Background: an optimization exercise with open tools, aiming at small area and a short achievable clock period. Do not read the settings as production practice.
Only simulation tests tie the RTL to the original design; equivalence was not proved.

## flow/design.v (module list and top-level ports; edited modules follow where they fit)
// module fpu_tree: 3408 lines
// module fpu_fa: 4 lines
// module fpu_xnor2: 3 lines
// module fpu_or2: 3 lines
// module fpu_nor2: 3 lines
// module fpu_xor2: 3 lines
// module fpu_g: 3 lines
// module fpu_gp: 4 lines
// module FPU_Main: 251 lines
// module fpu_mux2: 3 lines
module FPU_Main (
    input clk,
    input [31:0] A,
    input [31:0] B,
    input [1:0] S,
    output [31:0] O
);
  // ...
==> flow/flow/run.sh <==
#!/bin/bash
set -euo pipefail
bash standard.sh synth > synth.log 2>&1
bash standard.sh SETUP_SLACK_MARGIN=17 finish > layout.log 2>&1
==> flow/standard.sh <==
#!/bin/bash
# synth_recipe.tcl (not shown) runs the flow's synth.tcl, then flattens the netlist and writes it again
# the make line also repeats each setting of config.mk as NAME=value (left out here)
make -C /OpenROAD-flow-scripts/flow DESIGN_CONFIG=/design/flow/config.mk WORK_HOME=/design/flow/orfs CLKGATE_MAP_FILE= SYNTH_SCRIPT=/design/flow/synth_recipe.tcl "${@:-finish}"
==> flow/config.mk <==
export PLATFORM = sky130hd
export DESIGN_NAME = FPU_Main
export DESIGN_NICKNAME = FPU_Main
export VERILOG_FILES = /design/flow/design.v
export SDC_FILE = /design/flow/constraint.sdc
export NUM_CORES = 8
export LEC_CHECK = 0
export ABC_AREA = 1
export CAP_MARGIN = 20
export CORE_MARGIN = 2
export CORE_UTILIZATION = 40
export SLEW_MARGIN = 20
export SYNTH_HIERARCHICAL = 1
export SYNTH_MINIMUM_KEEP_SIZE = 0
==> flow/constraint.sdc <==
create_clock -name core_clock -period 25.0 [get_ports {clk}]
set_input_delay 5.0000 -clock core_clock [delete_from_list [all_inputs] [get_ports {clk}]]
set_output_delay 5.0000 -clock core_clock [all_outputs]
set_load 0.01 [all_outputs]
==> results.txt, run 1 <==
Critical path:
- The cell family with the largest share of critical-path delay is adder cells.
- The reg-to-reg critical path startpoint is sa[0].
- Counting buffers and inverters, the worst setup path is 38 cells deep.
- For this run, the slowest stage of the critical path takes 0.66 ns.
- Across all register-to-register paths, the minimum setup slack is 17.27 ns.

Routing:
- The routed via count divided by cell count is 5.202.
- The wire length on met2 is 51440 um.
- In the routed design, unresolved DRC markers number 0.
- Summing over every cut layer, the via total after detailed routing is 28780.
- The uppermost signal routing layer after detailed routing is met5.

GRT:
- The largest net degree at the start of global routing is 63.
- In this run the most used layer during global routing was met2.

Logic synthesis:
- Of the total synthesized cell area, the portion taken by AND, OR, NAND and NOR gates is 0.2957.
- The synthesized netlist contains 65 unique library cells.
- Yosys attributes the largest share of cell area to sky130_fd_sc_hd__fa_1, sky130_fd_sc_hd__nand2_1, sky130_fd_sc_hd__inv_1.
- Sorting the synthesized cells by how often they occur yields sky130_fd_sc_hd__nand2_1, sky130_fd_sc_hd__inv_1, sky130_fd_sc_hd__fa_1.
- The average instance area after synthesis is 7.139 um^2.
- Of the post-synthesis cell area, the dominant cell type holds 0.3265.
- Measured against the total synthesized area, the mux share comes to 0.0003195.

CTS:
- The later pin in the worst-skew pair is clocked with a latency of 0.46 ns.
- The clock sink count is 182.

Layout:
- Of the cells placed in the final design, the portion with a size suffix greater than 1 is 0.06613.

Run status:
- The flow ran to the end and the layout has no timing, DRC or antenna violations.

Timing:
- After layout, the worst setup slack is 17.27 ns.
- The actual transition at the worst max-transition pin is 1.036 ns.
- The post-layout minimum cycle time is 7.728 ns.
- The final worst-path cycle share is 0.3091.

Hold path:
- The worst hold path begins at sv.

Job:
- The tool flagged a number of max-cap violations equal to 0.

Die:
- For this configuration, the core starts out at a cell density of 0.4045.
- The number of tap instances is 1040.
==> module FPU_Main, before the edit <==
module FPU_Main (
    input clk,
    input [31:0] A,
    input [31:0] B,
    input [1:0] S,
    output [31:0] O
);
    localparam [1:0] OP_ADD = 2'd0, OP_SQRT = 2'd1, OP_MUL = 2'd2, OP_DIV = 2'd3;
    localparam [31:0] C_GUESS_M = 32'h3ff0f0f1;   
    localparam [31:0] C_GUESS_A = 32'h4034b4b5;   
    localparam [31:0] C_TWO     = 32'h40000000;
    localparam [31:0] C_X0      = 32'h3f5a827a;   
    localparam [31:0] C_R0      = 32'h3f95f61a;   
    localparam [31:0] C_SQ2     = 32'h3fb504f3;
    reg [31:0] A_r, B_r, t, y;      
    reg [1:0]  S_r;
    reg [4:0]  step;
    reg [1:0]  chg;                 
    reg        nn;                  
    reg [4:0]  sa;                  
    reg        sv;                  
    assign O = t;
    wire sq = (S_r == OP_SQRT);
    wire restart = |chg;
    wire [7:0] Exponent = A_r[30:23];
    wire pos = (Exponent >= 8'd127) ? 1'b1 : 1'b0;
    wire [7:0] Exp_2 = pos ? (Exponent - 8'd127) / 2 : (Exponent - 8'd127 - 1) / 2;
    wire sq_rem = (Exponent - 8'd127) % 2;
    wire [8:0] dab = {1'b0, A_r[30:23]} - {1'b0, B_r[30:23]};
    wire [8:0] dba = {1'b0, B_r[30:23]} - {1'b0, A_r[30:23]};
    wire       abig = ~dab[8];                       
    wire [7:0] de = abig ? dab[7:0] : dba[7:0];
    wire       de0 = (de == 8'd0);
    wire       sub0 = A_r[31] ^ B_r[31];
    reg  [4:0] lz;                                   
    integer k;
    always @* begin
        lz = 5'd24;
        for (k = 0; k < 23; k = k + 1)
            if (t[k]) lz = 5'd23 - k[4:0];
    end
    wire [4:0] nstep = restart ? 5'd0 : (step == 5'd31) ? 5'd31 : step + 5'd1;
    localparam [4:0] O_NONE = 5'd0,
        O_DP_C1 = 5'd1,    
        O_C2_T  = 5'd2,    
        O_DP_Y  = 5'd3,    
        O_TWO_T = 5'd4,    
        O_T_Y_Y = 5'd5,    
        O_T_Y_T = 5'd6,    
        O_RC_N  = 5'd7,    
        O_R0_AP = 5'd8,    
        O_X0_T  = 5'd9,    
        O_X_T   = 5'd10,   
        O_X_C3E = 5'd11,   
        O_T_C3  = 5'd12,   
        O_B_A   = 5'd13,   
        O_ALN   = 5'd15,   
        O_ADD   = 5'd16,   
        O_SHN   = 5'd17,   
        O_NRM   = 5'd18,   
        O_IDT   = 5'd19;   
    reg [3:0] j;
    reg       inner;
    reg [4:0] op;
    always @* begin
        inner = 1'b0; j = 4'd0;
        if (S_r == OP_DIV) begin
            inner = (nstep < 5'd12); j = nstep[3:0];
        end else if (nstep >= 5'd2 && nstep < 5'd14) begin
            inner = 1'b1; j = nstep[3:0] - 4'd2;
        end else if (nstep >= 5'd15 && nstep < 5'd27) begin
            inner = 1'b1; j = nstep[3:0] - 4'd15;
        end
        op = O_IDT;
        if ((S_r == OP_DIV || S_r == OP_SQRT) && inner) begin
            case (j)
                4'd0: op = O_DP_C1;
                4'd1: op = O_C2_T;
                4'd2, 4'd5, 4'd8: op = O_DP_Y;
                4'd3, 4'd6, 4'd9: op = O_TWO_T;
                4'd4, 4'd7: op = O_T_Y_Y;
                4'd10: op = O_T_Y_T;
                4'd11: op = O_RC_N;
                default: ;
            endcase
        end else if (S_r == OP_SQRT) begin
            case (nstep)
                5'd0: op = O_R0_AP;
                5'd1: op = O_X0_T;
                5'd14, 5'd27: op = O_X_T;
                5'd28: op = O_X_C3E;
                5'd29: op = sq_rem ? O_T_C3 : O_IDT;
                default: ;
            endcase
        end else if (S_r == OP_ADD) begin
            case (nstep)
                5'd0: op = O_ALN;
                5'd1: op = O_ADD;
                5'd2: op = O_SHN;
                5'd3: op = nn ? O_NRM : O_IDT;
                default: ;
            endcase
        end else begin
            if (nstep == 5'd0) op = O_B_A;
        end
    end
    wire n_x_br = (op == O_X_T) || (op == O_X_C3E) || (op == O_B_A) ||
                  ((op == O_ALN) && abig) || ((op == O_ADD) && !abig);
    wire n_x_ar = ((op == O_ALN) && !abig) || ((op == O_ADD) && abig);
    wire n_x_dp = (op == O_DP_C1) || (op == O_DP_Y);
    wire n_x_t  = (op == O_T_Y_Y) || (op == O_T_Y_T) || (op == O_T_C3) || (op == O_IDT);
    wire n_x_rc = (op == O_RC_N);
    wire n_x_tr = (op == O_NRM) || (op == O_SHN);
    wire n_x_r0 = (op == O_R0_AP);
    wire n_x_c2 = (op == O_C2_T);
    wire n_x_two = (op == O_TWO_T);
    wire n_x_x0 = (op == O_X0_T);
    wire n_y_c1 = (op == O_DP_C1);
    wire n_y_y  = (op == O_DP_Y) || (op == O_T_Y_Y) || (op == O_T_Y_T);
    wire n_y_a  = ((op == O_RC_N) && !sq) || (op == O_B_A);
    wire n_y_ap = ((op == O_RC_N) && sq) || (op == O_R0_AP);
    wire n_y_c3e = (op == O_X_C3E);
    wire n_y_c3 = (op == O_T_C3);
    wire n_y_one = (op == O_ADD) || (op == O_SHN) || (op == O_IDT);
    wire n_y_qtr = (op == O_C2_T) || (op == O_TWO_T);
    wire n_y_half = (op == O_X0_T) || (op == O_X_T);
    wire n_y_sh = (op == O_ALN) || (op == O_NRM);
    reg x_br, x_dp, x_t, x_rc, x_ar, x_tr, x_r0, x_c2, x_two, x_x0;
    reg y_c1, y_y, y_a, y_ap, y_c3e, y_c3, y_one, y_half, y_qtr;
    reg sxb, sxt, sxa, syy, sya, shen, hy_r, hx_r;
    reg kx_a, kx_b, kx_c, kx_d, kx_e, kx_f, kx_g;    
    reg ky_p, ky_q, ky_r;                            
    reg a_dv, a_sq, a_s0, a_ref_x;
    reg w_mul, w_sqa, w_dva, w_s0a, w_raw, w_nrm;
    reg we_y, we_x;
    reg        c_shn;                                 
    wire [4:0] n_sa = (op == O_ALN) ? 5'd23 - de[4:0] : c_shn ? lz : sa;
    wire       n_sv = (op == O_ALN) ? (de < 8'd24) : c_shn ? 1'b1 : sv;
    always @(posedge clk) begin
        step <= nstep;
        x_br <= n_x_br; x_ar <= n_x_ar; x_dp <= n_x_dp; x_t <= n_x_t; x_rc <= n_x_rc; x_tr <= n_x_tr;
        x_r0 <= n_x_r0; x_c2 <= n_x_c2; x_two <= n_x_two; x_x0 <= n_x_x0;
        y_c1 <= n_y_c1; y_y <= n_y_y; y_a <= n_y_a; y_ap <= n_y_ap; y_c3e <= n_y_c3e; y_c3 <= n_y_c3;
        y_one <= n_y_one; y_half <= n_y_half; y_qtr <= n_y_qtr;
        sxb <= n_x_br | n_x_dp;
        sxt <= n_x_t | n_x_rc | n_x_tr;
        sxa <= n_x_ar;
        syy <= n_y_y;
        sya <= n_y_a | n_y_ap;
        hx_r <= ~n_x_tr;
        sa <= n_sa;
        sv <= n_sv;
        c_shn <= (op == O_SHN);
        shen <= n_y_sh & n_sv;
        hy_r <= ~n_y_sh | ((n_sa == 5'd23) & n_sv);
        kx_a <= n_x_c2;
        kx_b <= n_x_r0 | n_x_x0;
        kx_c <= n_x_r0 | n_x_c2 | n_x_x0;
        kx_d <= n_x_c2 | n_x_x0;
        kx_e <= n_x_x0;
        kx_f <= n_x_r0 | n_x_c2;
        kx_g <= n_x_r0;
        ky_p <= n_y_c1 | n_y_c3e | n_y_c3;
        ky_q <= n_y_c3e | n_y_c3;
        ky_r <= n_y_c1;
        a_dv  <= (op == O_C2_T) || (op == O_TWO_T);
        a_sq  <= (op == O_X0_T) || (op == O_X_T);
        a_ref_x <= (op == O_X_T);
        a_s0  <= (op == O_ADD);
        w_sqa <= (op == O_X0_T) || (op == O_X_T);
        w_dva <= (op == O_C2_T) || (op == O_TWO_T);
        w_s0a <= (op == O_ADD);
        w_raw <= (op == O_ALN) || (op == O_SHN);
        w_nrm <= (op == O_NRM);
        w_mul <= (op == O_DP_C1) || (op == O_DP_Y) || (op == O_T_Y_Y) || (op == O_T_Y_T) ||
                 (op == O_RC_N) || (op == O_R0_AP) || (op == O_X_C3E) || (op == O_T_C3) || (op == O_B_A) ||
                 (op == O_IDT);
        we_y  <= (op == O_C2_T) || (op == O_T_Y_Y);
        we_x  <= (op == O_X0_T) || (op == O_X_T);
    end
    wire kx0 = 1'b0;
    wire [22:0] kxv = {kx_e, kx_a, kx_c, kx_e, kx_f, kx_e, kx_g, kx_c, kx_g, kx_f, kx_f, kx0,
                       kx_f, kx_b, kx0, kx_a, kx_e, kx_d, kx_c, kx_b, kx_a, kx_b, kx_a};
    wire [22:0] kyv = {ky_r, ky_p, ky_p, kx0, ky_q, kx0, ky_q, ky_r, ky_r, ky_r, ky_r, kx0,
                       ky_q, kx0, kx0, ky_p, ky_p, ky_p, ky_p, kx0, kx0, ky_q, ky_p};
    reg  [22:0] oh;                                   
    always @* begin
        for (k = 0; k < 23; k = k + 1)
            oh[k] = shen & (sa == k[4:0]);
    end
    wire [22:0] xm = ({23{sxb}} & B_r[22:0]) | ({23{sxt}} & t[22:0]) | ({23{sxa}} & A_r[22:0]) | kxv;
    wire        hx = hx_r;
    wire [7:0]  xe = ({8{x_br}} & B_r[30:23]) | ({8{x_dp}} & 8'd126) | ({8{x_t | x_tr}} & t[30:23])
                   | ({8{x_rc}} & (t[30:23] + 8'd126 - B_r[30:23])) | ({8{x_ar}} & A_r[30:23])
                   | ({8{x_r0}} & C_R0[30:23]) | ({8{x_c2}} & C_GUESS_A[30:23])
                   | ({8{x_two}} & C_TWO[30:23]) | ({8{x_x0}} & C_X0[30:23]);
    wire        xs = ((x_br | x_rc) & B_r[31]) | ((x_t | x_tr) & t[31]) | (x_ar & A_r[31]);
    wire [22:0] ym = ({23{syy}} & y[22:0]) | ({23{sya}} & A_r[22:0]) | kyv | oh;
    wire        hy = hy_r;
    wire [7:0]  ye = ({8{y_y}} & y[30:23]) | ({8{y_a}} & A_r[30:23]) | ({8{y_ap | y_half}} & 8'd126)
                   | ({8{y_c1 | y_c3 | y_one}} & 8'd127) | ({8{y_qtr}} & 8'd125) | ({8{y_c3e}} & (8'd127 + Exp_2))
                   | ({8{w_nrm}} & (8'd127 - {3'd0, sa}));
    wire        ys = (y_y & y[31]) | (y_a & A_r[31]);
    wire [1:0]  ref2 = a_ref_x ? B_r[24:23] : C_X0[24:23];
    wire [1:0]  dq = t[24:23] - ref2;                
    wire        sh_p1 = a_sq & (dq == 2'd1);
    wire        sh_m1 = (a_sq & (dq == 2'd3)) | (a_dv & t[23]);
    wire        sh_m2 = a_dv & ~t[23];
    wire        sh_0  = (a_sq & (dq == 2'd0)) | a_s0;
    wire [23:0] av = {a_s0 ? de0 : 1'b1, t[22:0]};
    wire [25:0] aal = ({26{sh_p1}} & {1'b0, av, 1'b0}) | ({26{sh_0}} & {2'b00, av})
                    | ({26{sh_m1}} & {3'b000, av[23:1]}) | ({26{sh_m2}} & {4'b0000, av[23:2]});
    wire        asub = a_dv | (a_s0 & sub0);
    wire [25:0] ad = aal ^ {26{asub}};
    wire [48:0] p;
    fpu_tree u_tree (.xv({hx, xm}), .yv({hy, ym}), .ad(ad), .cin(asub), .p(p));
    wire [7:0]  e0 = xe + ye - 8'd127;
    wire        h = ((w_mul | w_s0a) & p[47]) | (w_sqa & (p[48] | p[47])) | (w_dva & p[45]);
    wire        hs48 = w_sqa & p[48];
    wire        hs47 = (w_mul | w_s0a) | (w_sqa & ~p[48]);
    wire        ls46 = w_mul | w_sqa | w_raw | w_s0a;
    wire [22:0] hi_m = ({23{hs48}} & p[47:25]) | ({23{hs47}} & p[46:24]) | ({23{w_dva}} & p[44:22]);
    wire [22:0] lo_m = ({23{ls46}} & p[45:23]) | ({23{w_dva}} & p[43:21]) | ({23{w_nrm}} & p[22:0]);
    wire [7:0]  hi_e = hs48 ? (e0 + 8'd2) : (e0 + 8'd1);
    wire [7:0]  lo_e = e0;
    wire        rs = xs ^ ys;
    wire [31:0] res, b_in;
    wire [31:0] b_lo = sq ? {rs, lo_e, lo_m} : B;
    wire        hb = h & sq;
    wire [31:0] r_hi = {rs, hi_e, hi_m};
    wire [31:0] r_lo = {rs, lo_e, lo_m};
    assign res[31] = rs;
    assign b_in[31] = b_lo[31];
    genvar gi;
    generate
        for (gi = 0; gi < 31; gi = gi + 1) begin : g_res
            fpu_mux2 u_r (.s(h), .a(r_hi[gi]), .b(r_lo[gi]), .y(res[gi]));
            fpu_mux2 u_b (.s(hb), .a(r_hi[gi]), .b(b_lo[gi]), .y(b_in[gi]));
        end
    endgenerate
    always @(posedge clk) begin
        A_r <= A;
        S_r <= S;
        chg <= {(S != S_r) || (A != A_r), (B != B_r) && !sq};
        if (!sq || we_x)
            B_r <= b_in;
        t <= res;
        if (we_y) y <= res;
        if (w_s0a) nn <= ~(p[47] | p[46]);
    end
endmodule
==> run 2: changes to the inputs <==
--- a/flow/design.v
+++ b/flow/design.v
@@ -3477,5 +3477,5 @@
         O_DP_Y  = 5'd3,    
         O_TWO_T = 5'd4,    
-        O_T_Y_Y = 5'd5,    
+        O_DPT_C1 = 5'd5,   
         O_T_Y_T = 5'd6,    
         O_RC_N  = 5'd7,    
@@ -3506,10 +3506,9 @@
         if ((S_r == OP_DIV || S_r == OP_SQRT) && inner) begin
             case (j)
-                4'd0: op = O_DP_C1;
+                4'd0: op = sq ? O_DPT_C1 : O_DP_C1;
                 4'd1: op = O_C2_T;
                 4'd2, 4'd5, 4'd8: op = O_DP_Y;
                 4'd3, 4'd6, 4'd9: op = O_TWO_T;
-                4'd4, 4'd7: op = O_T_Y_Y;
-                4'd10: op = O_T_Y_T;
+                4'd4, 4'd7, 4'd10: op = O_T_Y_T;
                 4'd11: op = O_RC_N;
                 default: ;
@@ -3536,9 +3535,10 @@
         end
     end
-    wire n_x_br = (op == O_X_T) || (op == O_X_C3E) || (op == O_B_A) ||
+    wire n_x_br = (op == O_X_T) || (op == O_B_A) ||
                   ((op == O_ALN) && abig) || ((op == O_ADD) && !abig);
     wire n_x_ar = ((op == O_ALN) && !abig) || ((op == O_ADD) && abig);
     wire n_x_dp = (op == O_DP_C1) || (op == O_DP_Y);
-    wire n_x_t  = (op == O_T_Y_Y) || (op == O_T_Y_T) || (op == O_T_C3) || (op == O_IDT);
+    wire n_x_t  = (op == O_T_Y_T) || (op == O_T_C3) || (op == O_IDT) || (op == O_X_C3E);
+    wire n_x_dpt = (op == O_DPT_C1);
     wire n_x_rc = (op == O_RC_N);
     wire n_x_tr = (op == O_NRM) || (op == O_SHN);
@@ -3547,6 +3547,7 @@
     wire n_x_two = (op == O_TWO_T);
     wire n_x_x0 = (op == O_X0_T);
-    wire n_y_c1 = (op == O_DP_C1);
-    wire n_y_y  = (op == O_DP_Y) || (op == O_T_Y_Y) || (op == O_T_Y_T);
+    wire n_y_c1 = (op == O_DP_C1) || (op == O_DPT_C1);
+    wire n_y_y  = (op == O_T_Y_T);
+    wire n_y_t  = (op == O_DP_Y);
     wire n_y_a  = ((op == O_RC_N) && !sq) || (op == O_B_A);
     wire n_y_ap = ((op == O_RC_N) && sq) || (op == O_R0_AP);
@@ -3564,5 +3565,5 @@
     reg a_dv, a_sq, a_s0, a_ref_x;
     reg w_mul, w_sqa, w_dva, w_s0a, w_raw, w_nrm;
-    reg we_y, we_x;
+    reg we_y, we_x, x_dpt, y_t, syt;
     reg        c_shn;                                 
     wire [4:0] n_sa = (op == O_ALN) ? 5'd23 - de[4:0] : c_shn ? lz : sa;
@@ -3575,5 +3576,8 @@
         y_one <= n_y_one; y_half <= n_y_half; y_qtr <= n_y_qtr;
         sxb <= n_x_br | n_x_dp;
-        sxt <= n_x_t | n_x_rc | n_x_tr;
+        sxt <= n_x_t | n_x_rc | n_x_tr | n_x_dpt;
+        x_dpt <= n_x_dpt;
+        y_t <= n_y_t;
+        syt <= n_y_t;
         sxa <= n_x_ar;
         syy <= n_y_y;
@@ -3604,9 +3608,9 @@
         w_raw <= (op == O_ALN) || (op == O_SHN);
         w_nrm <= (op == O_NRM);
-        w_mul <= (op == O_DP_C1) || (op == O_DP_Y) || (op == O_T_Y_Y) || (op == O_T_Y_T) ||
+        w_mul <= (op == O_DP_C1) || (op == O_DP_Y) || (op == O_DPT_C1) || (op == O_T_Y_T) ||
                  (op == O_RC_N) || (op == O_R0_AP) || (op == O_X_C3E) || (op == O_T_C3) || (op == O_B_A) ||
                  (op == O_IDT);
-        we_y  <= (op == O_C2_T) || (op == O_T_Y_Y);
-        we_x  <= (op == O_X0_T) || (op == O_X_T);
+        we_y  <= (op == O_DP_Y);
+        we_x  <= (op == O_DPT_C1);
     end
     wire kx0 = 1'b0;
@@ -3622,15 +3626,15 @@
     wire [22:0] xm = ({23{sxb}} & B_r[22:0]) | ({23{sxt}} & t[22:0]) | ({23{sxa}} & A_r[22:0]) | kxv;
     wire        hx = hx_r;
-    wire [7:0]  xe = ({8{x_br}} & B_r[30:23]) | ({8{x_dp}} & 8'd126) | ({8{x_t | x_tr}} & t[30:23])
+    wire [7:0]  xe = ({8{x_br}} & B_r[30:23]) | ({8{x_dp | x_dpt}} & 8'd126) | ({8{x_t | x_tr}} & t[30:23])
                    | ({8{x_rc}} & (t[30:23] + 8'd126 - B_r[30:23])) | ({8{x_ar}} & A_r[30:23])
                    | ({8{x_r0}} & C_R0[30:23]) | ({8{x_c2}} & C_GUESS_A[30:23])
                    | ({8{x_two}} & C_TWO[30:23]) | ({8{x_x0}} & C_X0[30:23]);
     wire        xs = ((x_br | x_rc) & B_r[31]) | ((x_t | x_tr) & t[31]) | (x_ar & A_r[31]);
-    wire [22:0] ym = ({23{syy}} & y[22:0]) | ({23{sya}} & A_r[22:0]) | kyv | oh;
+    wire [22:0] ym = ({23{syy}} & y[22:0]) | ({23{syt}} & t[22:0]) | ({23{sya}} & A_r[22:0]) | kyv | oh;
     wire        hy = hy_r;
-    wire [7:0]  ye = ({8{y_y}} & y[30:23]) | ({8{y_a}} & A_r[30:23]) | ({8{y_ap | y_half}} & 8'd126)
+    wire [7:0]  ye = ({8{y_y}} & y[30:23]) | ({8{y_t}} & t[30:23]) | ({8{y_a}} & A_r[30:23]) | ({8{y_ap | y_half}} & 8'd126)
                    | ({8{y_c1 | y_c3 | y_one}} & 8'd127) | ({8{y_qtr}} & 8'd125) | ({8{y_c3e}} & (8'd127 + Exp_2))
                    | ({8{w_nrm}} & (8'd127 - {3'd0, sa}));
-    wire        ys = (y_y & y[31]) | (y_a & A_r[31]);
+    wire        ys = (y_y & y[31]) | (y_t & t[31]) | (y_a & A_r[31]);
     wire [1:0]  ref2 = a_ref_x ? B_r[24:23] : C_X0[24:23];
     wire [1:0]  dq = t[24:23] - ref2;                
@@ -3653,19 +3657,23 @@
     wire [22:0] hi_m = ({23{hs48}} & p[47:25]) | ({23{hs47}} & p[46:24]) | ({23{w_dva}} & p[44:22]);
     wire [22:0] lo_m = ({23{ls46}} & p[45:23]) | ({23{w_dva}} & p[43:21]) | ({23{w_nrm}} & p[22:0]);
-    wire [7:0]  hi_e = hs48 ? (e0 + 8'd2) : (e0 + 8'd1);
+    wire [7:0]  e1 = e0 + 8'd1;
+    wire [7:0]  e2 = e0 + 8'd2;
+    wire [7:0]  hi_e;
+    genvar ge;
+    generate
+        for (ge = 0; ge < 8; ge = ge + 1) begin : g_hie
+            fpu_mux2 u_e (.s(hs48), .a(e2[ge]), .b(e1[ge]), .y(hi_e[ge]));
+        end
+    endgenerate
     wire [7:0]  lo_e = e0;
     wire        rs = xs ^ ys;
-    wire [31:0] res, b_in;
-    wire [31:0] b_lo = sq ? {rs, lo_e, lo_m} : B;
-    wire        hb = h & sq;
+    wire [31:0] res;
     wire [31:0] r_hi = {rs, hi_e, hi_m};
     wire [31:0] r_lo = {rs, lo_e, lo_m};
     assign res[31] = rs;
-    assign b_in[31] = b_lo[31];
     genvar gi;
     generate
         for (gi = 0; gi < 31; gi = gi + 1) begin : g_res
             fpu_mux2 u_r (.s(h), .a(r_hi[gi]), .b(r_lo[gi]), .y(res[gi]));
-            fpu_mux2 u_b (.s(hb), .a(r_hi[gi]), .b(b_lo[gi]), .y(b_in[gi]));
         end
     endgenerate
@@ -3674,8 +3682,10 @@
         S_r <= S;
         chg <= {(S != S_r) || (A != A_r), (B != B_r) && !sq};
-        if (!sq || we_x)
-            B_r <= b_in;
+        if (!sq)
+            B_r <= B;
+        else if (we_x)
+            B_r <= t;
         t <= res;
-        if (we_y) y <= res;
+        if (we_y) y <= t;
         if (w_s0a) nn <= ~(p[47] | p[46]);
     end
==> results.txt, run 2 <==
Place:
- The placer's final routability congestion estimate came to 0.9478 (was 0.9480).
- The placed cell count is 5366 (was 5446).
- The post-detailed-placement half-perimeter wirelength was 78490 um (was 81890 um).
- The number of buffers inserted by port buffering is 98 (unchanged).

GRT:
- The number of antenna violations at the first check in global routing is 1 (was 3).
- The combined global-route utilization of all metal layers is 0.2865 (was 0.2684).
- The aggregate global routing overflow was 0 (unchanged).
- The largest net degree at the start of global routing was 57 (was 63).
- The via count of the first global-routing pass was 28530 (was 27870).
- The first-pass GRT wire length came to 170500 um (was 164200 um).

Logic synthesis:
- The flop and latch count out of synthesis came to 183 (was 182).
- The number of distinct standard cells referenced by the synthesized netlist is 57 (was 65).
- The share of the yosys chip area belonging to registers is 0.1388 (was 0.1370).
- Most area-consuming cells after synthesis: sky130_fd_sc_hd__fa_1, sky130_fd_sc_hd__nand2_1, sky130_fd_sc_hd__inv_1 (unchanged).
- The fraction of post-synthesis cell area in the top cell type by area was 0.3290 (was 0.3265).
- The most common cell in the netlist is sky130_fd_sc_hd__nand2_1 (unchanged).
- The dominant register cell in the synthesized netlist is sky130_fd_sc_hd__dfxtp_1 (unchanged).
- The number of synthesis warnings is 7 (unchanged).
- The post-synthesis cell count is 4317 (was 4389).
- The summed instance area of the synthesized netlist is 0.03109 mm^2 (was 0.03133 mm^2).
- The proportion of synthesized flip-flops having asynchronous set or reset is 0 (unchanged).
- The leading area contributor after synthesis is sky130_fd_sc_hd__fa_1 (unchanged).
- The number of flops mapped to enable cells by yosys came to 65 (unchanged).
- The average instance area after synthesis was 7.202 um^2 (was 7.139 um^2).
- Ranking of synthesized cells by instance count: sky130_fd_sc_hd__nand2_1, sky130_fd_sc_hd__inv_1, sky130_fd_sc_hd__fa_1 (unchanged).

Die:
- The total die area is 0.07997 mm^2 (was 0.08059 mm^2).
- The number of rows in the core area is 102 (unchanged).
- The horizontal die dimension is 282.8 um (was 283.9 um).
- The area of the core was 0.07721 mm^2 (was 0.07747 mm^2).
- The I/O pin count is 99 (unchanged).
- The starting density of the core is 0.4027 (was 0.4045).
- The vertical extent of the die was 282.8 um (was 283.9 um).

Critical path:
- The most prevalent standard cell on the critical path is sky130_fd_sc_hd__nand2_1 (unchanged).
- The largest fanout on the critical path is 46 (was 62).
- The startpoint type of the worst setup path is a flip-flop (unchanged).
- The critical path data arrival time is 8.22 ns (was 7.89 ns).
- The worst path required time is 25.39 ns (was 25.16 ns).
- The critical path start-end classification is reg -> reg (unchanged).
- The endpoint type of the worst setup path is a flip-flop (unchanged).
- The cell with the largest stage delay on the worst path is sky130_fd_sc_hd__dfxtp_1 (was sky130_fd_sc_hd__fa_2).
- The largest incremental delay on the critical path came to 0.70 ns (was 0.66 ns).

Layout:
- The leading cell type in the layout, fill and taps excluded is sky130_fd_sc_hd__nand2_1 (unchanged).
- The final cell utilization of the core was 0.4399 (was 0.4458).
- The final net count was 5006 (was 5112).
- The area growth from synthesis to final layout is 9.252% (was 10.23%).
- The sequential cell area in the final layout came to 0.004325 mm^2 (was 0.004320 mm^2).
- The fill cell total of the finished layout was 7920 (was 8007).
- The fraction of layout instances using a drive strength above 1 is 0.05287 (was 0.06613).
- The non-filler instance count after layout is 5430 (was 5533).
- The combined area of the multi-input logic cells is 0.02311 mm^2 (was 0.02313 mm^2).
- Top library cells by usage in the layout, fill and taps aside: sky130_fd_sc_hd__nand2_1, sky130_fd_sc_hd__inv_1, sky130_fd_sc_hd__fa_1 (unchanged).

Timing:
- The largest clock skew in the final design is 0.01459 ns (was 0.01937 ns).
- The total of endpoints with negative setup slack in the final report came to 0 (unchanged).
- The hold violation count in the final report came to 0 (unchanged).
- The worst slew margin relative to its limit is 0.3543 (was 0.3033).
- The summed negative setup slack over all endpoints is 0 ns (unchanged).
- The worst hold slack is 0.5284 ns (was 0.5014 ns).
- The fmax was 127.8 MHz (was 129.4 MHz).
- The final worst-path cycle share is 0.3130 (was 0.3091).
- The actual transition at the worst max-transition pin is 0.9686 ns (was 1.036 ns).
- The post-layout minimum cycle time came to 7.825 ns (was 7.728 ns).
- The number of max-slew violations in the final report came to 0 (unchanged).
- Unrepaired setup endpoints after global routing: no (was yes).

CTS:
- The hold buffer count at CTS is 0 (unchanged).
- The cell at the root of the clock tree is sky130_fd_sc_hd__clkbuf_16 (unchanged).
- The clock tree from TritonCTS is yes (unchanged).
- The total number of H-tree levels is 4 (unchanged).
- The clock transition at the registers of the reported paths is 0.08 ns (about the same).
- The number of buffers added by the clock tree synthesis step is 17 (unchanged).
- The clock sink count is 183 (was 182).
- The largest buffer count on any clock path was 2 (unchanged).
- The clock latency of the later-clocked register in the worst-skew pair is 0.50 ns (was 0.46 ns).

Routing:
- The detailed router's first-iteration violation count came to 2593 (was 2837).
- The routed via count divided by cell count is 5.228 (was 5.202).
- The number of vias in the routed layout is 28390 (was 28780).
- The routed wire length per instance is 20.51 um (was 20.13 um).
- The remaining design rule violation count is 0 (unchanged).
- The post-route antenna net violation count came to 0 (unchanged).
- The first-pass iteration count of the detailed router came to 6 (unchanged).
- The wire length after detailed routing was 111400 um (about the same).

Run status:
- Outcome: complete, no violations (unchanged).

Job:
- The number of maximum-capacitance violations is 0 (unchanged).

Hold path:
- The path category of the worst min-delay check is reg -> reg (unchanged).
-- run 2: kinds of logic (layout without fill, tap and decap cells) --
logic type | count (synthesis) | in the layout | synth area share
DFF | 183 | 183 | 0.1388
other | 1 | 7 | 0.0001206
xor gates and xnor gates | 120 | 120 | 0.03380
buffers and inverters | 920 | 982 | 0.1349
AOI/OAI and AO/OA | 262 | 267 | 0.05465
and+or+nand+nor | 2267 | 2267 | 0.2874
adders and majority gates | 564 | 564 | 0.3504
-- run 2: layout make-up --
cell class | instances | share of cell area
Antenna cell | 2 | 0.0001473
Clock buffer | 17 | 0.01252
Clock inverter | 15 | 0.004825
Inverter | 767 | 0.08513
Multi-Input combinational cell | 3223 | 0.6803
Sequential cell | 183 | 0.1273
Tap cell | 1040 | 0.03831
Timing Repair Buffer | 183 | 0.05142
-- run 2: critical path, delay by kind of cell (launching register included) --
family / cells / cell delay [ns]
buffers and inverters: 9 / 1.34
AO/OA/AOI/OAI: 2 / 0.66
adder cells (fa/ha/maj): 8 / 3.59
AND/OR/NAND/NOR: 18 / 1.39
flip-flops: 1 / 0.70
-- run 2: through the flow --
stage	setup WS, ns	cell area, um^2
6_report	17.18	33970
2_1_floorplan	16.58	31470
3_5_place_dp	16.55	32880
3_3_place_gp	16.68	32880
5_1_grt	16.92	33970
4_1_cts	17.02	33640
-- run 2: modules after synthesis (local to each module, per instance), a selection --
module / flops+latches / area (um^2)
fpu_mux2: 0 / 15.01
fpu_gp: 0 / 18.77
fpu_fa: 0 / 20.02
fpu_or2: 0 / 11.26
FPU_Main: 183 / 12260
fpu_xor2: 0 / 18.77
fpu_nor2: 0 / 3.754
fpu_g: 0 / 11.26
-- run 2: per-layer routing --
layer  vias to the layer above  GRT usage  share of wire
met5                         -          0              0
met1                     13690     0.3535           0.39
met4                         0     0.1484          0.054
met3                       331    0.06792          0.092
li1                      13020          -              -
met2                      1347     0.4669           0.46
-- run 2: path summary, 6_finish.rpt --
check | to | slack (ns) | startpoint | cells after the start
worst max register to register | t[0] | 17.18 | t[4] | 37
worst min-delay path | y[28] | 0.53 | t[28] | 0
worst max-delay path | t[0] | 17.18 | t[4] | 37
worst min register to register | y[28] | 0.53 | t[28] | 0
-- run 2: what timing repair did --
item | 4_1_cts | 5_1_grt
buffers inserted | 5 | 20
setup endpoints to repair | 31 | 31
pin swaps | 5 | 5
cloned | 5 | 0
resized for setup | 11 | 32
==> run 3: changes to the inputs <==
--- a/flow/design.v
+++ b/flow/design.v
@@ -3486,4 +3486,5 @@
         O_T_C3  = 5'd12,   
         O_B_A   = 5'd13,   
+        O_FIX   = 5'd14,   
         O_ALN   = 5'd15,   
         O_ADD   = 5'd16,   
@@ -3523,4 +3524,6 @@
                 default: ;
             endcase
+        end else if (S_r == OP_DIV) begin
+            if (nstep == 5'd12) op = O_FIX;
         end else if (S_r == OP_ADD) begin
             case (nstep)
@@ -3539,5 +3542,5 @@
     wire n_x_ar = ((op == O_ALN) && !abig) || ((op == O_ADD) && abig);
     wire n_x_dp = (op == O_DP_C1) || (op == O_DP_Y);
-    wire n_x_t  = (op == O_T_Y_T) || (op == O_T_C3) || (op == O_IDT) || (op == O_X_C3E);
+    wire n_x_t  = (op == O_T_Y_T) || (op == O_T_C3) || (op == O_IDT) || (op == O_X_C3E) || (op == O_FIX);
     wire n_x_dpt = (op == O_DPT_C1);
     wire n_x_rc = (op == O_RC_N);
@@ -3550,6 +3553,6 @@
     wire n_y_y  = (op == O_T_Y_T);
     wire n_y_t  = (op == O_DP_Y);
-    wire n_y_a  = ((op == O_RC_N) && !sq) || (op == O_B_A);
-    wire n_y_ap = ((op == O_RC_N) && sq) || (op == O_R0_AP);
+    wire n_y_a  = (op == O_B_A);
+    wire n_y_ap = (op == O_RC_N) || (op == O_R0_AP);
     wire n_y_c3e = (op == O_X_C3E);
     wire n_y_c3 = (op == O_T_C3);
@@ -3558,6 +3561,7 @@
     wire n_y_half = (op == O_X0_T) || (op == O_X_T);
     wire n_y_sh = (op == O_ALN) || (op == O_NRM);
-    reg x_br, x_dp, x_t, x_rc, x_ar, x_tr, x_r0, x_c2, x_two, x_x0;
-    reg y_c1, y_y, y_a, y_ap, y_c3e, y_c3, y_one, y_half, y_qtr;
+    reg e1t, e1b, e2y, e2nb, e2a, e2x, e2s;
+    reg [7:0] kr;
+    reg xst, xsb, xsa, yss, yst, ysa;
     reg sxb, sxt, sxa, syy, sya, shen, hy_r, hx_r;
     reg kx_a, kx_b, kx_c, kx_d, kx_e, kx_f, kx_g;    
@@ -3565,5 +3569,5 @@
     reg a_dv, a_sq, a_s0, a_ref_x;
     reg w_mul, w_sqa, w_dva, w_s0a, w_raw, w_nrm;
-    reg we_y, we_x, x_dpt, y_t, syt;
+    reg we_y, we_x, syt;
     reg        c_shn;                                 
     wire [4:0] n_sa = (op == O_ALN) ? 5'd23 - de[4:0] : c_shn ? lz : sa;
@@ -3571,12 +3575,30 @@
     always @(posedge clk) begin
         step <= nstep;
-        x_br <= n_x_br; x_ar <= n_x_ar; x_dp <= n_x_dp; x_t <= n_x_t; x_rc <= n_x_rc; x_tr <= n_x_tr;
-        x_r0 <= n_x_r0; x_c2 <= n_x_c2; x_two <= n_x_two; x_x0 <= n_x_x0;
-        y_c1 <= n_y_c1; y_y <= n_y_y; y_a <= n_y_a; y_ap <= n_y_ap; y_c3e <= n_y_c3e; y_c3 <= n_y_c3;
-        y_one <= n_y_one; y_half <= n_y_half; y_qtr <= n_y_qtr;
+        e1t <= (op == O_DP_Y) || (op == O_T_Y_T) || (op == O_RC_N) || (op == O_X_C3E) || (op == O_T_C3) ||
+               (op == O_SHN) || (op == O_NRM) || (op == O_IDT) || (op == O_FIX);
+        e1b <= (op == O_X_T) || (op == O_B_A) || ((op == O_ADD) && !abig);
+        e2y <= (op == O_T_Y_T);
+        e2nb <= (op == O_RC_N);
+        e2a <= (op == O_B_A) || (op == O_FIX) || ((op == O_ADD) && abig);
+        e2x <= (op == O_X_C3E);
+        e2s <= (op == O_NRM);
+        case (op)
+            O_DP_C1, O_DPT_C1, O_C2_T, O_TWO_T, O_R0_AP, O_RC_N: kr <= 8'd126;
+            O_DP_Y, O_X_T: kr <= 8'd255;
+            O_T_Y_T, O_B_A: kr <= 8'd129;
+            O_X0_T:         kr <= 8'd125;
+            O_FIX:          kr <= 8'd130;
+            O_NRM:          kr <= 8'd1;
+            default:        kr <= 8'd0;
+        endcase
+        xst <= (op == O_T_Y_T) || (op == O_X_C3E) || (op == O_T_C3) || (op == O_SHN) || (op == O_NRM) ||
+               (op == O_IDT) || (op == O_FIX);
+        xsb <= (op == O_RC_N) || (op == O_X_T) || (op == O_B_A) || ((op == O_ADD) && !abig);
+        xsa <= (op == O_ADD) && abig;
+        yss <= (op == O_T_Y_T);
+        yst <= (op == O_DP_Y);
+        ysa <= (op == O_B_A) || (op == O_FIX);
         sxb <= n_x_br | n_x_dp;
         sxt <= n_x_t | n_x_rc | n_x_tr | n_x_dpt;
-        x_dpt <= n_x_dpt;
-        y_t <= n_y_t;
         syt <= n_y_t;
         sxa <= n_x_ar;
@@ -3610,5 +3632,5 @@
         w_mul <= (op == O_DP_C1) || (op == O_DP_Y) || (op == O_DPT_C1) || (op == O_T_Y_T) ||
                  (op == O_RC_N) || (op == O_R0_AP) || (op == O_X_C3E) || (op == O_T_C3) || (op == O_B_A) ||
-                 (op == O_IDT);
+                 (op == O_IDT) || (op == O_FIX);
         we_y  <= (op == O_DP_Y);
         we_x  <= (op == O_DPT_C1);
@@ -3626,15 +3648,6 @@
     wire [22:0] xm = ({23{sxb}} & B_r[22:0]) | ({23{sxt}} & t[22:0]) | ({23{sxa}} & A_r[22:0]) | kxv;
     wire        hx = hx_r;
-    wire [7:0]  xe = ({8{x_br}} & B_r[30:23]) | ({8{x_dp | x_dpt}} & 8'd126) | ({8{x_t | x_tr}} & t[30:23])
-                   | ({8{x_rc}} & (t[30:23] + 8'd126 - B_r[30:23])) | ({8{x_ar}} & A_r[30:23])
-                   | ({8{x_r0}} & C_R0[30:23]) | ({8{x_c2}} & C_GUESS_A[30:23])
-                   | ({8{x_two}} & C_TWO[30:23]) | ({8{x_x0}} & C_X0[30:23]);
-    wire        xs = ((x_br | x_rc) & B_r[31]) | ((x_t | x_tr) & t[31]) | (x_ar & A_r[31]);
     wire [22:0] ym = ({23{syy}} & y[22:0]) | ({23{syt}} & t[22:0]) | ({23{sya}} & A_r[22:0]) | kyv | oh;
     wire        hy = hy_r;
-    wire [7:0]  ye = ({8{y_y}} & y[30:23]) | ({8{y_t}} & t[30:23]) | ({8{y_a}} & A_r[30:23]) | ({8{y_ap | y_half}} & 8'd126)
-                   | ({8{y_c1 | y_c3 | y_one}} & 8'd127) | ({8{y_qtr}} & 8'd125) | ({8{y_c3e}} & (8'd127 + Exp_2))
-                   | ({8{w_nrm}} & (8'd127 - {3'd0, sa}));
-    wire        ys = (y_y & y[31]) | (y_t & t[31]) | (y_a & A_r[31]);
     wire [1:0]  ref2 = a_ref_x ? B_r[24:23] : C_X0[24:23];
     wire [1:0]  dq = t[24:23] - ref2;                
@@ -3650,5 +3663,10 @@
     wire [48:0] p;
     fpu_tree u_tree (.xv({hx, xm}), .yv({hy, ym}), .ad(ad), .cin(asub), .p(p));
-    wire [7:0]  e0 = xe + ye - 8'd127;
+    wire [7:0]  ex1 = ({8{e1t}} & t[30:23]) | ({8{e1b}} & B_r[30:23]);
+    wire [7:0]  ex2 = ({8{e2y}} & y[30:23]) | ({8{e2nb}} & ~B_r[30:23]) | ({8{e2a}} & A_r[30:23])
+                    | ({8{e2x}} & Exp_2) | ({8{e2s}} & {3'b111, ~sa});
+    wire [7:0]  e0 = ex1 + ex2 + kr;
+    wire        xs = (xst & t[31]) | (xsb & B_r[31]) | (xsa & A_r[31]);
+    wire        ys = (yss & y[31]) | (yst & t[31]) | (ysa & A_r[31]);
     wire        h = ((w_mul | w_s0a) & p[47]) | (w_sqa & (p[48] | p[47])) | (w_dva & p[45]);
     wire        hs48 = w_sqa & p[48];
==> results.txt, run 3 <==
Timing:
- The fmax was 131.1 MHz (was 127.8 MHz).
- Unrepaired setup endpoints after global routing: no (unchanged).
- The final worst-path cycle share is 0.3051 (was 0.3130).
- The post-layout minimum cycle time was 7.628 ns (was 7.825 ns).
- The actual transition at the worst max-transition pin is 0.9614 ns (was 0.9686 ns).
- The largest clock skew in the final design came to 0.01787 ns (was 0.01459 ns).
- The total of endpoints with negative setup slack in the final report is 0 (unchanged).
- The worst slew margin relative to its limit came to 0.3582 (was 0.3543).
- The hold violation count in the final report came to 0 (unchanged).
- The summed negative setup slack over all endpoints is 0 ns (unchanged).
- The number of max-slew violations in the final report is 0 (unchanged).

GRT:
- The first-pass GRT wire length is 164500 um (was 170500 um).
- The via count of the first global-routing pass is 27930 (was 28530).
- The largest net degree at the start of global routing was 47 (was 57).
- The combined global-route utilization of all metal layers is 0.2767 (was 0.2865).
- The number of antenna violations at the first check in global routing is 3 (was 1).
- The aggregate global routing overflow is 0 (unchanged).

Critical path:
- The count of buffer and inverter cells on the critical path is 10 (was 9).
- The largest fanout on the critical path was 23 (was 46).
- The slack of the worst reg-to-reg path came to 17.37 ns (was 17.18 ns).
- The cell family with the largest share of critical-path delay is adder cells (unchanged).
- The cell with the largest stage delay on the worst path was sky130_fd_sc_hd__dfxtp_1 (unchanged).
- The endpoint type of the worst setup path is a flip-flop (unchanged).
- The largest incremental delay on the critical path was 0.74 ns (was 0.70 ns).
- The worst path required time was 25.42 ns (was 25.39 ns).
- The startpoint type of the worst setup path is a flip-flop (unchanged).
- The most prevalent standard cell on the critical path is sky130_fd_sc_hd__nand2_1 (unchanged).
- The critical path data arrival time is 8.05 ns (was 8.22 ns).
- The reg-to-reg critical path startpoint is t[1] (was t[4]).
- The critical path start-end classification is reg -> reg (unchanged).
- The critical path launch point is t[1] (was t[4]).

Hold path:
- The path category of the worst min-delay check is reg -> reg (unchanged).
- The hold path startpoint was sv (was t[28]).

Routing:
- The first-pass iteration count of the detailed router is 7 (was 6).
- The routed via count divided by cell count is 5.199 (was 5.228).
- The detailed router's first-iteration violation count is 2869 (was 2593).
- The remaining design rule violation count was 0 (unchanged).
- The post-route antenna net violation count is 0 (unchanged).
- The number of vias in the routed layout is 27810 (was 28390).
- The wire length after detailed routing is 108400 um (was 111400 um).
- The routed wire length per instance is 20.26 um (was 20.51 um).

Die:
- The I/O pin count is 99 (unchanged).
- The total die area is 0.07940 mm^2 (was 0.07997 mm^2).
- The vertical extent of the die is 281.8 um (was 282.8 um).
- The area of the core was 0.07620 mm^2 (was 0.07721 mm^2).
- The horizontal die dimension came to 281.8 um (was 282.8 um).
- The number of rows in the core area is 101 (was 102).
- The starting density of the core was 0.4050 (was 0.4027).

CTS:
- The number of buffers added by the clock tree synthesis step is 17 (unchanged).
- The clock sink count is 185 (was 183).
- The clock tree from TritonCTS was yes (unchanged).
- The largest buffer count on any clock path was 2 (unchanged).
- The total number of H-tree levels is 4 (unchanged).
- The cell at the root of the clock tree is sky130_fd_sc_hd__clkbuf_16 (unchanged).
- The clock latency of the later-clocked register in the worst-skew pair is 0.48 ns (was 0.50 ns).
- The clock transition at the registers of the reported paths is 0.08 ns (about the same).
- The hold buffer count at CTS is 0 (unchanged).

Logic synthesis:
- The most common cell in the netlist is sky130_fd_sc_hd__nand2_1 (unchanged).
- The leading area contributor after synthesis is sky130_fd_sc_hd__fa_1 (unchanged).
- The average instance area after synthesis is 7.257 um^2 (was 7.202 um^2).
- The post-synthesis cell count is 4253 (was 4317).
- The number of synthesis warnings is 7 (unchanged).
- The number of distinct standard cells referenced by the synthesized netlist is 59 (was 57).
- The flop and latch count out of synthesis came to 185 (was 183).
- The proportion of synthesized flip-flops having asynchronous set or reset is 0 (unchanged).
- The share of the yosys chip area belonging to registers was 0.1411 (was 0.1388).
- The dominant register cell in the synthesized netlist is sky130_fd_sc_hd__dfxtp_1 (unchanged).
- The number of flops mapped to enable cells by yosys is 65 (unchanged).
- The fraction of post-synthesis cell area in the top cell type by area is 0.3353 (was 0.3290).
- The summed instance area of the synthesized netlist is 0.03086 mm^2 (was 0.03109 mm^2).
- Ranking of synthesized cells by instance count: sky130_fd_sc_hd__nand2_1, sky130_fd_sc_hd__inv_1, sky130_fd_sc_hd__fa_1 (unchanged).
- Most area-consuming cells after synthesis: sky130_fd_sc_hd__fa_1, sky130_fd_sc_hd__nand2_1, sky130_fd_sc_hd__inv_1 (unchanged).

Place:
- The placer's final routability congestion estimate is 0.9245 (was 0.9478).
- The post-place instance area is 0.03267 mm^2 (was 0.03288 mm^2).
- The placed cell count is 5291 (was 5366).
- The post-detailed-placement half-perimeter wirelength is 77080 um (was 78490 um).
- The number of buffers inserted by port buffering was 98 (unchanged).

Job:
- The number of maximum-capacitance violations came to 0 (unchanged).

Layout:
- Top library cells by usage in the layout, fill and taps aside: sky130_fd_sc_hd__nand2_1, sky130_fd_sc_hd__inv_1, sky130_fd_sc_hd__fa_1 (unchanged).
- The non-filler instance count after layout came to 5350 (was 5430).
- The fill cell total of the finished layout came to 7748 (was 7920).
- The fraction of layout instances using a drive strength above 1 is 0.06065 (was 0.05287).
- The leading cell type in the layout, fill and taps excluded is sky130_fd_sc_hd__nand2_1 (unchanged).
- The antenna diode instance count is 0 (was 2).
- The final net count came to 4928 (was 5006).
- The cell area after layout is 0.03393 mm^2 (was 0.03397 mm^2).
- The area growth from synthesis to final layout is 9.944% (was 9.252%).

Run status:
- Outcome: complete, no violations (unchanged).
## run 3: cell count changes after synthesis, moves of 10 or more
cell and change:
sky130_fd_sc_hd__nor2_1 -32, sky130_fd_sc_hd__nand2_2 +10, sky130_fd_sc_hd__o22ai_1 +13, sky130_fd_sc_hd__inv_1 +10, sky130_fd_sc_hd__ha_1 -16, sky130_fd_sc_hd__a21oi_1 -13, sky130_fd_sc_hd__nand4_1 -10, sky130_fd_sc_hd__nand2_1 -11
sky130_fd_sc_hd__xor2_1 -10
## run 3: repair_timing
| item | 4_1_cts | 5_1_grt |
|---|---|---|
| pin swaps | 6 | 6 |
| buffers inserted | 4 | 16 |
| setup endpoints to repair | 23 | 31 |
| gates resized for setup | 12 | 52 |
| gates cloned | 5 | 2 |
## run 3: worst paths after layout
kind	endpoint	cells after the start
max	t[20]	36
min	sv	2
max reg2reg	t[20]	36
min reg2reg	sv	2
## run 3: routing by layer
| metal | routed length, um | vias up | track usage |
|---|---|---|---|
| met3 | 9729 | 362 | 0.05013 |
| li1 | - | 12770 | - |
| met5 | 0 | - | 0 |
| met1 | 41750 | 13280 | 0.3422 |
| met4 | 6974 | 0 | 0.1537 |
| met2 | 49950 | 1399 | 0.4571 |
## run 3: per-module statistics from Yosys (local to each module, per instance)
module     cell area [um^2]  copies in the design  cells inside  flops+latches
FPU_Main              12030                     1          1626            185
fpu_xor2              18.77                    49             5              0
fpu_fa                20.02                   507             1              0
fpu_tree               4257                     1           941              0
fpu_nor2              3.754                    48             1              0
fpu_or2               11.26                    23             3              0
fpu_gp                18.77                    81             5              0
fpu_mux2              15.01                    39             4              0
fpu_xnor2             18.77                    23             5              0
fpu_g                 11.26                    47             3              0
## run 3: cell families (layout without fill, tap and decap cells)
kind of cell / count (synthesis) / in the layout / synth area share
XOR/XNOR: 107 / 107 / 0.03036
flip-flops: 185 / 185 / 0.1411
AO/OA/AOI/OAI: 262 / 267 / 0.05530
buffers and inverters: 920 / 978 / 0.1359
other: 1 / 5 / 0.0001215
adder cells (fa/ha/maj): 554 / 554 / 0.3503
AND/OR/NAND/NOR: 2224 / 2224 / 0.2869
## run 3: final cells by class
type	count	area [um^2]	area share
multi-input combinational	3157	22980	0.6772
clock buffer	17	425.4	0.01254
sequential	185	4370	0.1288
clock inverter	15	190.2	0.005605
inverter	772	2910	0.08577
timing repair buffer	174	1768	0.05210
tap	1030	1289	0.03798
## run 3: per-stage QoR
stage	util	hold slack [ns]	setup slack [ns]
final	0.4453	0.4690	17.37
after global routing	0.4453	0.4874	16.97
after CTS	0.4397	0.4583	17.00
after detailed placement	0.4288	0.4380	16.72
after global placement	0.4288	0.4364	16.81
after floorplan	-	0.4219	16.60
## run 3: tightest hold or removal path: cells and delay by family (launching register included)
family	cells	cell delay (ns)
simple gates	1	0.06
flops	1	0.32
compound gates	1	0.06

==> port drivers added, routing unchanged <==
The flow's constraints put no driver on any port. The routed layouts listed below were extracted and timed again, unchanged, in two steps. Step 1 sets driving cells, clkbuf_16 on the clock port and buf_2 on the other inputs (assumed; they add their load-dependent delay and slew). Step 2 also shifts input and output timing later by t, the mid clock arrival at the registers, as if the neighbouring blocks saw the same clock. Three values: ideal, step 1, step 2; two values: the first two.
| run | t (ns) | slack for setup (ns) | clock arrival spread, ns | slew at the worst register clock pin (ns) | worst data-port slew with drivers (ns) |
|---|---|---|---|---|---|
| run 1 | 0.502 | 17.272 / 17.272 / 17.134 | 0.019 / 0.019 | 0.09 / 0.09 | 0.05 |
| run 2 | 0.544 | 17.176 / 17.176 / 17.176 | 0.015 / 0.015 | 0.08 / 0.08 | 0.07 |
| run 3 | 0.524 | 17.372 / 17.372 / 17.372 | 0.018 / 0.018 | 0.09 / 0.09 | 0.05 |
After both steps setup and hold are still met in every run listed. The setup slack of run 1, which loses most, moves by 0.000 ns with the drivers and by -0.138 ns with both steps.
